Context: an optimization exercise on an open-source flow, tuned for small area, a short achievable clock period and few clock cycles. The choices shown serve that exercise and are no tape-out recipe.
RTL that was checked went through simulation tests only; none was proved equivalent to the original.

Design calc_ops, start of the top module:
module calc_ops (
    input           clk,
    input           rst,
    input  [47:0]   add_a,
    input           add_empty,
    output          add_rden,
    output [47:0]   add_c,
    output          add_wren,
    input  [47:0]   shl_a,
    input           shl_empty,
    output          shl_rden,
    output [47:0]   shl_c,
    output          shl_wren,
    input  [47:0]   mul_a,
    input           mul_empty,
    output          mul_rden,
    output [47:0]   mul_c,
    output          mul_wren
);
clock: 11.0 ns
lec_check: 0
cap_margin: 20
core_margin: 2
core_utilization: 60
slew_margin: 20
tns_end_percent: 0
standard.sh (not shown) runs the stock make flow with config.mk's settings and CLKGATE_MAP_FILE= SYNTH_SCRIPT=/design/flow/synth_recipe.tcl, a recipe that flattens the netlist after the stock synthesis.
==> flow/flow/run.sh <==
#!/bin/bash
# Own layout flow: the standard ORFS flow, with the port buffers made of
# sky130_fd_sc_hd__buf_1, a clock tree of fewer, larger leaf clusters and
# timing repair aimed below the clock period (the SDC and the clock period
# are unchanged).  make's full output goes to flow_make.log; ORFS keeps each
# step's log under orfs/logs.
set -euo pipefail
MARGIN=${MARGIN:-8.0}
bash standard.sh \
  "BUFFER_PORTS_ARGS=-buffer_cell sky130_fd_sc_hd__buf_1" \
  "CTS_ARGS=-sink_clustering_enable -repair_clock_nets -sink_clustering_size 20 -sink_clustering_max_diameter 80 -buf_list sky130_fd_sc_hd__clkbuf_16 -dont_use_dummy_load" \
  "SETUP_SLACK_MARGIN=$MARGIN" \
  finish > flow_make.log 2>&1
Rerun with:
--- a/flow/design.v
+++ b/flow/design.v
@@ -1,13 +1,14 @@
 module adder (
     input  [55:0] a,
     input  [55:0] b,
     input         ci,
     output [55:0] sum
 );
-    assign sum = a + b + {55'd0, ci};
+    wire [56:0] t = {a, 1'b1} + {b, ci};
+    assign sum = t[56:1];
 endmodule
 module shift (
     input  [47:0] a,
     input  [3:0]  o1,
     input  [3:0]  o2,
     input  [2:0]  o3,
@@ -19,32 +20,39 @@
                      ({48{o2[2]}} & (t1 << 8)) | ({48{o2[3]}} & (t1 << 12));
     assign c = ({48{o3[0]}} & t2) | ({48{o3[1]}} & (t2 << 16)) | ({48{o3[2]}} & (t2 << 32));
 endmodule
 module mul (
     input  [47:0] x,         
     input  [11:0] bd,        
+    input  [11:0] bdn,       
     input         negp,      
     input  [51:0] s,
     input  [51:0] c,
     output [51:0] s_n,       
     output [51:0] c_n,
     output [7:0]  sb,        
     output [7:0]  cb,
     output        negp_n
 );
-    function [49:0] brow(input [2:0] e, input [47:0] xx);
-        brow = {~e[2], ({49{e[0]}} & {1'b0, xx} | {49{e[1]}} & {xx, 1'b0}) ^ {49{e[2]}}};
+    function [49:0] brow(input [2:0] e, input [2:0] eh, input [47:0] xx);
+        reg [49:0] lo, hi;
+        begin
+            lo = {~e[2],  ({49{e[0]}}  & {1'b0, xx} | {49{e[1]}}  & {xx, 1'b0}) ^ {49{e[2]}}};
+            hi = {~eh[2], ({49{eh[0]}} & {1'b0, xx} | {49{eh[1]}} & {xx, 1'b0}) ^ {49{eh[2]}}};
+            brow = {hi[49:25], lo[24:0]};
+        end
     endfunction
     wire [2:0] e1 = bd[2:0];
     wire [2:0] e2 = bd[5:3];
     wire [2:0] e3 = bd[8:6];
     wire [2:0] e4 = bd[11:9];
-    wire [49:0] r1 = brow(e1, x);
-    wire [49:0] r2 = brow(e2, x);
-    wire [49:0] r3 = brow(e3, x);
-    wire [49:0] r4 = brow(e4, x);
+    wire [11:0] bh = ~bdn;
+    wire [49:0] r1 = brow(e1, bh[2:0], x);
+    wire [49:0] r2 = brow(e2, bh[5:3], x);
+    wire [49:0] r3 = brow(e3, bh[8:6], x);
+    wire [49:0] r4 = brow(e4, bh[11:9], x);
     wire [51:0] a_s = s;
     wire [51:0] b_s = c;
     wire nb0 = negp;
     wire n1 = e1[2];
     wire n2 = e2[2];
     wire n3 = e3[2];
@@ -956,16 +964,18 @@
 reg  [47:0] y;           
 reg  [51:0] s, c;        
 reg  [7:0]  sb, cb;      
 reg         cy;          
 reg         negp;
 reg  [11:0] bd;          
+reg  [11:0] bdn;         
 reg         it0;         
 reg  [3:0]  sh_o1;       
 reg  [3:0]  sh_o2;       
 reg  [2:0]  sh_o3;       
+reg         sh_bh, sh_bl;    
 reg         sel_lo;      
 reg         sel_sum;     
 reg  [47:0] acc;         
 function [2:0] benc(input y2, input y1, input y0);
     benc = {y2 & ~(y1 & y0),
             (y2 & ~y1 & ~y0) | (~y2 & y1 & y0),
@@ -978,12 +988,13 @@
 wire [51:0] s_n, c_n;
 wire [7:0]  sb_n, cb_n;
 wire        negp_n;
 mul u_mul (
     .x      (x),
     .bd     (bd),
+    .bdn    (bdn),
     .negp   (negp),
     .s      (s),
     .c      (c),
     .s_n    (s_n),
     .c_n    (c_n),
     .sb     (sb_n),
@@ -994,50 +1005,54 @@
 adder u_adder (
     .a   ({s[47:0], sb}),
     .b   ({c[47:0], cb}),
     .ci  (cy),
     .sum (sum)
 );
-wire [8:0] lo_byte = {1'b0, sb} + {1'b0, cb} + {8'd0, cy};
+wire [9:0] lo_t = {1'b0, sb, 1'b1} + {1'b0, cb, cy};
+wire [8:0] lo_byte = lo_t[9:1];    
 wire [47:0] shl_res;
 shift u_shift (
-    .a  (x),
+    .a  (c[47:0]),
     .o1 (sh_o1),
     .o2 (sh_o2),
-    .o3 (sh_o3),
+    .o3 (sh_o3 & {3{~(sh_bh | sh_bl)}}),    
     .c  (shl_res)
 );
-wire shl_big = (|a_sel[47:6]) | (a_sel[5] & a_sel[4]);    
-wire shl_go  = st_capy & cur[1] & ~shl_big;
+wire shl_go = st_capy & cur[1];
 always @(posedge clk) begin
     if (st_capx)
         x <= a_sel;
     if (st_capy) begin
         y  <= a_sel;
         bd <= bdig(a_sel[9:0]);
+        bdn <= ~bdig(a_sel[9:0]);
         s  <= cur[2] ? {4'd0, x & {48{a_sel[0]}}} : {4'd0, a_sel};
         c  <= cur[2] ? {~a_sel[1], a_sel[1], a_sel[1], ~x & {48{a_sel[1]}}, a_sel[1]}
                      : {4'd0, x};
         negp <= a_sel[1];
         sb <= 8'd0;
         cb <= 8'd0;
         cy <= 1'b0;
     end else begin
         y  <= {it0 ? 8'd0 : lo_byte[7:0], y[47:8]};
         bd <= bdig(y[17:8]);
+        bdn <= ~bdig(y[17:8]);
         s  <= s_n;
         c  <= c_n;
         sb <= sb_n;
         cb <= cb_n;
         cy <= it0 ? 1'b0 : lo_byte[8];
         negp <= negp_n;
     end
     it0    <= st_capy;
     sh_o1 <= {a_sel[1:0] == 2'd3, a_sel[1:0] == 2'd2, a_sel[1:0] == 2'd1, a_sel[1:0] == 2'd0};
     sh_o2 <= {a_sel[3:2] == 2'd3, a_sel[3:2] == 2'd2, a_sel[3:2] == 2'd1, a_sel[3:2] == 2'd0};
     sh_o3 <= {3{shl_go}} & {a_sel[5:4] == 2'd2, a_sel[5:4] == 2'd1, a_sel[5:4] == 2'd0};
+    sh_bh <= |a_sel[47:27];
+    sh_bl <= |a_sel[26:6];
     sel_lo  <= st_hi;
     sel_sum <= ~(st_capy & cur[1]) & ~st_hi;
     acc <= ({48{sel_lo}} & y) | shl_res | ({48{sel_sum}} & sum[55:8]);
 end
 assign add_c = acc;
 assign shl_c = acc;
Effect: Wire length shrinks by 3.6%; final cell count increases by 1.3%; non-clock buffer count came out lower by 45; worst setup slack barely changes; clock skew goes down by 10 ps.
Testbench counts after the change, summed over its fixed seeds: cycles 13,821.
For the first run of this note, only the layout was checked, not whether the RTL still works.

* * *

calc_ops, a different RTL version from the one above (not shown whole).
For scale: about 2900 cells after synthesis, roughly 330 flip-flops, roughly 300 I/O pins, ~26000 um^2 of cells after synthesis.
==> module adder, before the edit <==
module adder (
    input  [55:0] a,
    input  [55:0] b,
    input         ci,
    output [55:0] sum
);
    assign sum = a + b + {55'd0, ci};
endmodule
==> module calc_ops, before the edit <==
module calc_ops (
    input           clk,
    input           rst,
    input  [47:0]   add_a,
    input           add_empty,
    output          add_rden,
    output [47:0]   add_c,
    output          add_wren,
    input  [47:0]   shl_a,
    input           shl_empty,
    output          shl_rden,
    output [47:0]   shl_c,
    output          shl_wren,
    input  [47:0]   mul_a,
    input           mul_empty,
    output          mul_rden,
    output [47:0]   mul_c,
    output          mul_wren
);
reg        st_idle, st_capx, st_capy, st_exec, st_iter, st_hi, st_lo;
reg  [2:0] cur;          
reg  [2:0] last;         
reg  [2:0] pend;         
reg  [2:0] rden;
reg  [2:0] wren;
reg  [2:0] it;           
wire [2:0] empty = {mul_empty, shl_empty, add_empty};
wire [2:0] popx = rden & ~empty & ~({3{st_capx}} & cur);
wire [2:0] req  = pend | popx;
wire [2:0] g_after0 = req[1] ? 3'b010 : req[2] ? 3'b100 : req[0] ? 3'b001 : 3'b000;
wire [2:0] g_after1 = req[2] ? 3'b100 : req[0] ? 3'b001 : req[1] ? 3'b010 : 3'b000;
wire [2:0] g_after2 = req[0] ? 3'b001 : req[1] ? 3'b010 : req[2] ? 3'b100 : 3'b000;
wire [2:0] gsel = last[0] ? g_after0 : last[1] ? g_after1 : g_after2;
wire [2:0] grant = st_idle ? gsel : 3'b000;
wire       go = |grant;
wire       it_last = (it == 3'd5);
always @(posedge clk) begin
    if (rst) begin
        st_idle <= 1'b1;
        st_capx <= 1'b0;
        st_capy <= 1'b0;
        st_exec <= 1'b0;
        st_iter <= 1'b0;
        st_hi   <= 1'b0;
        st_lo   <= 1'b0;
        cur     <= 3'b000;
        last    <= 3'b100;
        pend    <= 3'b000;
        rden    <= 3'b111;
        wren    <= 3'b000;
        it      <= 3'd0;
    end else begin
        st_idle <= (st_idle & ~go) | st_exec | st_lo;
        st_capx <= go;
        st_capy <= st_capx;
        st_exec <= st_capy & ~cur[2];
        st_iter <= (st_capy & cur[2]) | (st_iter & ~it_last);
        st_hi   <= st_iter & it_last;
        st_lo   <= st_hi;
        it      <= st_iter ? it + 3'd1 : 3'd0;
        if (go) begin
            cur  <= grant;
            last <= grant;
        end
        pend <= (pend | popx) & ~grant;
        rden <= ~((pend | popx) & ~grant);
        wren <= cur & {3{st_exec | st_hi | st_lo}};
    end
end
assign add_rden = rden[0];
assign shl_rden = rden[1];
assign mul_rden = rden[2];
assign add_wren = wren[0];
assign shl_wren = wren[1];
assign mul_wren = wren[2];
wire [47:0] a_sel = ({48{cur[0]}} & add_a) | ({48{cur[1]}} & shl_a) | ({48{cur[2]}} & mul_a);
reg  [47:0] x;           
reg  [47:0] y;           
reg  [51:0] s, c;        
reg  [7:0]  sb, cb;      
reg         cy;          
reg         negp;
reg  [11:0] bd;          
reg  [11:0] bdn;         
reg         it0;         
reg  [3:0]  sh_o1;       
reg  [3:0]  sh_o2;       
reg  [2:0]  sh_o3;       
reg         sel_lo;      
reg         sel_sum;     
reg  [47:0] acc;         
function [2:0] benc(input y2, input y1, input y0);
    benc = {y2 & ~(y1 & y0),
            (y2 & ~y1 & ~y0) | (~y2 & y1 & y0),
            y1 ^ y0};
endfunction
function [11:0] bdig(input [9:0] v);
    bdig = {benc(v[9], v[8], v[7]), benc(v[7], v[6], v[5]), benc(v[5], v[4], v[3]),
            benc(v[3], v[2], v[1])};
endfunction
wire [51:0] s_n, c_n;
wire [7:0]  sb_n, cb_n;
wire        negp_n;
mul u_mul (
    .x      (x),
    .bd     (bd),
    .bdn    (bdn),
    .negp   (negp),
    .s      (s),
    .c      (c),
    .s_n    (s_n),
    .c_n    (c_n),
    .sb     (sb_n),
    .cb     (cb_n),
    .negp_n (negp_n)
);
wire [55:0] sum;
adder u_adder (
    .a   ({s[47:0], sb}),
    .b   ({c[47:0], cb}),
    .ci  (cy),
    .sum (sum)
);
wire [8:0] lo_byte = {1'b0, sb} + {1'b0, cb} + {8'd0, cy};
wire [47:0] shl_res;
shift u_shift (
    .a  (x),
    .o1 (sh_o1),
    .o2 (sh_o2),
    .o3 (sh_o3),
    .c  (shl_res)
);
wire shl_big = (|a_sel[47:6]) | (a_sel[5] & a_sel[4]);    
wire shl_go  = st_capy & cur[1] & ~shl_big;
always @(posedge clk) begin
    if (st_capx)
        x <= a_sel;
    if (st_capy) begin
        y  <= a_sel;
        bd <= bdig(a_sel[9:0]);
        bdn <= ~bdig(a_sel[9:0]);
        s  <= cur[2] ? {4'd0, x & {48{a_sel[0]}}} : {4'd0, a_sel};
        c  <= cur[2] ? {~a_sel[1], a_sel[1], a_sel[1], ~x & {48{a_sel[1]}}, a_sel[1]}
                     : {4'd0, x};
        negp <= a_sel[1];
        sb <= 8'd0;
        cb <= 8'd0;
        cy <= 1'b0;
    end else begin
        y  <= {it0 ? 8'd0 : lo_byte[7:0], y[47:8]};
        bd <= bdig(y[17:8]);
        bdn <= ~bdig(y[17:8]);
        s  <= s_n;
        c  <= c_n;
        sb <= sb_n;
        cb <= cb_n;
        cy <= it0 ? 1'b0 : lo_byte[8];
        negp <= negp_n;
    end
    it0    <= st_capy;
    sh_o1 <= {a_sel[1:0] == 2'd3, a_sel[1:0] == 2'd2, a_sel[1:0] == 2'd1, a_sel[1:0] == 2'd0};
    sh_o2 <= {a_sel[3:2] == 2'd3, a_sel[3:2] == 2'd2, a_sel[3:2] == 2'd1, a_sel[3:2] == 2'd0};
    sh_o3 <= {3{shl_go}} & {a_sel[5:4] == 2'd2, a_sel[5:4] == 2'd1, a_sel[5:4] == 2'd0};
    sel_lo  <= st_hi;
    sel_sum <= ~(st_capy & cur[1]) & ~st_hi;
    acc <= ({48{sel_lo}} & y) | shl_res | ({48{sel_sum}} & sum[55:8]);
end
assign add_c = acc;
assign shl_c = acc;
assign mul_c = acc;
endmodule
==> flow/config.mk <==
export PLATFORM = sky130hd
export DESIGN_NAME = calc_ops
export DESIGN_NICKNAME = calc_ops
export VERILOG_FILES = /design/flow/design.v
export SDC_FILE = /design/flow/constraint.sdc
export NUM_CORES = 4
export LEC_CHECK = 0
export CAP_MARGIN = 20
export CORE_MARGIN = 2
export CORE_UTILIZATION = 60
export SLEW_MARGIN = 20
export TNS_END_PERCENT = 0
==> flow/constraint.sdc <==
create_clock -name core_clock -period 11.0 [get_ports {clk}]
set_input_delay 2.2000 -clock core_clock [delete_from_list [all_inputs] [get_ports {clk}]]
set_output_delay 2.2000 -clock core_clock [all_outputs]
set_load 0.01 [all_outputs]
Scripts as last shown in full above: flow/flow/run.sh
Testbench counts at the start, summed over its fixed seeds: cycles 13,821.
Next try:
--- a/flow/design.v
+++ b/flow/design.v
@@ -2,11 +2,12 @@
     input  [55:0] a,
     input  [55:0] b,
     input         ci,
     output [55:0] sum
 );
-    assign sum = a + b + {55'd0, ci};
+    wire [56:0] t = {a, 1'b1} + {b, ci};
+    assign sum = t[56:1];
 endmodule
 module shift (
     input  [47:0] a,
     input  [3:0]  o1,
     input  [3:0]  o2,
@@ -1004,14 +1005,15 @@
     .a   ({s[47:0], sb}),
     .b   ({c[47:0], cb}),
     .ci  (cy),
     .sum (sum)
 );
-wire [8:0] lo_byte = {1'b0, sb} + {1'b0, cb} + {8'd0, cy};
+wire [9:0] lo_t = {1'b0, sb, 1'b1} + {1'b0, cb, cy};
+wire [8:0] lo_byte = lo_t[9:1];    
 wire [47:0] shl_res;
 shift u_shift (
-    .a  (x),
+    .a  (c[47:0]),
     .o1 (sh_o1),
     .o2 (sh_o2),
     .o3 (sh_o3),
     .c  (shl_res)
 );
The changed run passed the timing, design-rule and antenna checks.
Cell count went down by about 0.64%.
Non-clock buffer count went down by 44.
Worst setup slack is worse by 0.031 ns.
Final area went down by about 0.9%.
Die area is about the same.
Critical path depth went down by 1.
Via count went down by 2.0%.
Global-route usage went down by 1.7 points.
Register-to-register slack is about the same.
Wire length went down by about 3.4%.
Worst hold slack is worse by 0.039 ns.
Testbench counts after the change, summed over its fixed seeds: cycles 13,821.

[static timing again, ports no longer ideal]
How much do the figures lean on ideal ports? The routed layouts below were timed once more, with nothing changed but the port constraints.
Step 1, drivers: a clkbuf_16 drives clk and a buf_2 each remaining input, both assumed.
Step 2 times the ports against the registers' clock, not the clock port: input delays grow and output delays shrink by t, the midpoint of the rising clock arrivals with the driver on.
Slacks: ideal ports / drivers / drivers and shift; pairs: ideal ports / drivers.
run	t, ns	setup slack, ns	hold slack, ns	worst slew at a driven data input, ns	pins driven straight from the clock port
the first run of note 1	0.627	7.490 / 7.490 / 7.074	0.430 / 0.430 / 0.430	0.06	1
the second run of note 1	0.635	7.492 / 7.492 / 6.900	0.400 / 0.400 / 0.400	0.07	1
the first run of note 2	0.617	7.733 / 7.693 / 7.151	0.439 / 0.439 / 0.439	0.09	1
the second run of note 2	0.615	7.702 / 7.701 / 7.125	0.400 / 0.400 / 0.400	0.10	1
After both steps setup and hold are still met in every run listed. The setup slack of the second run of note 1, which loses most, moves by 0.000 ns with the drivers and by -0.592 ns with both steps.
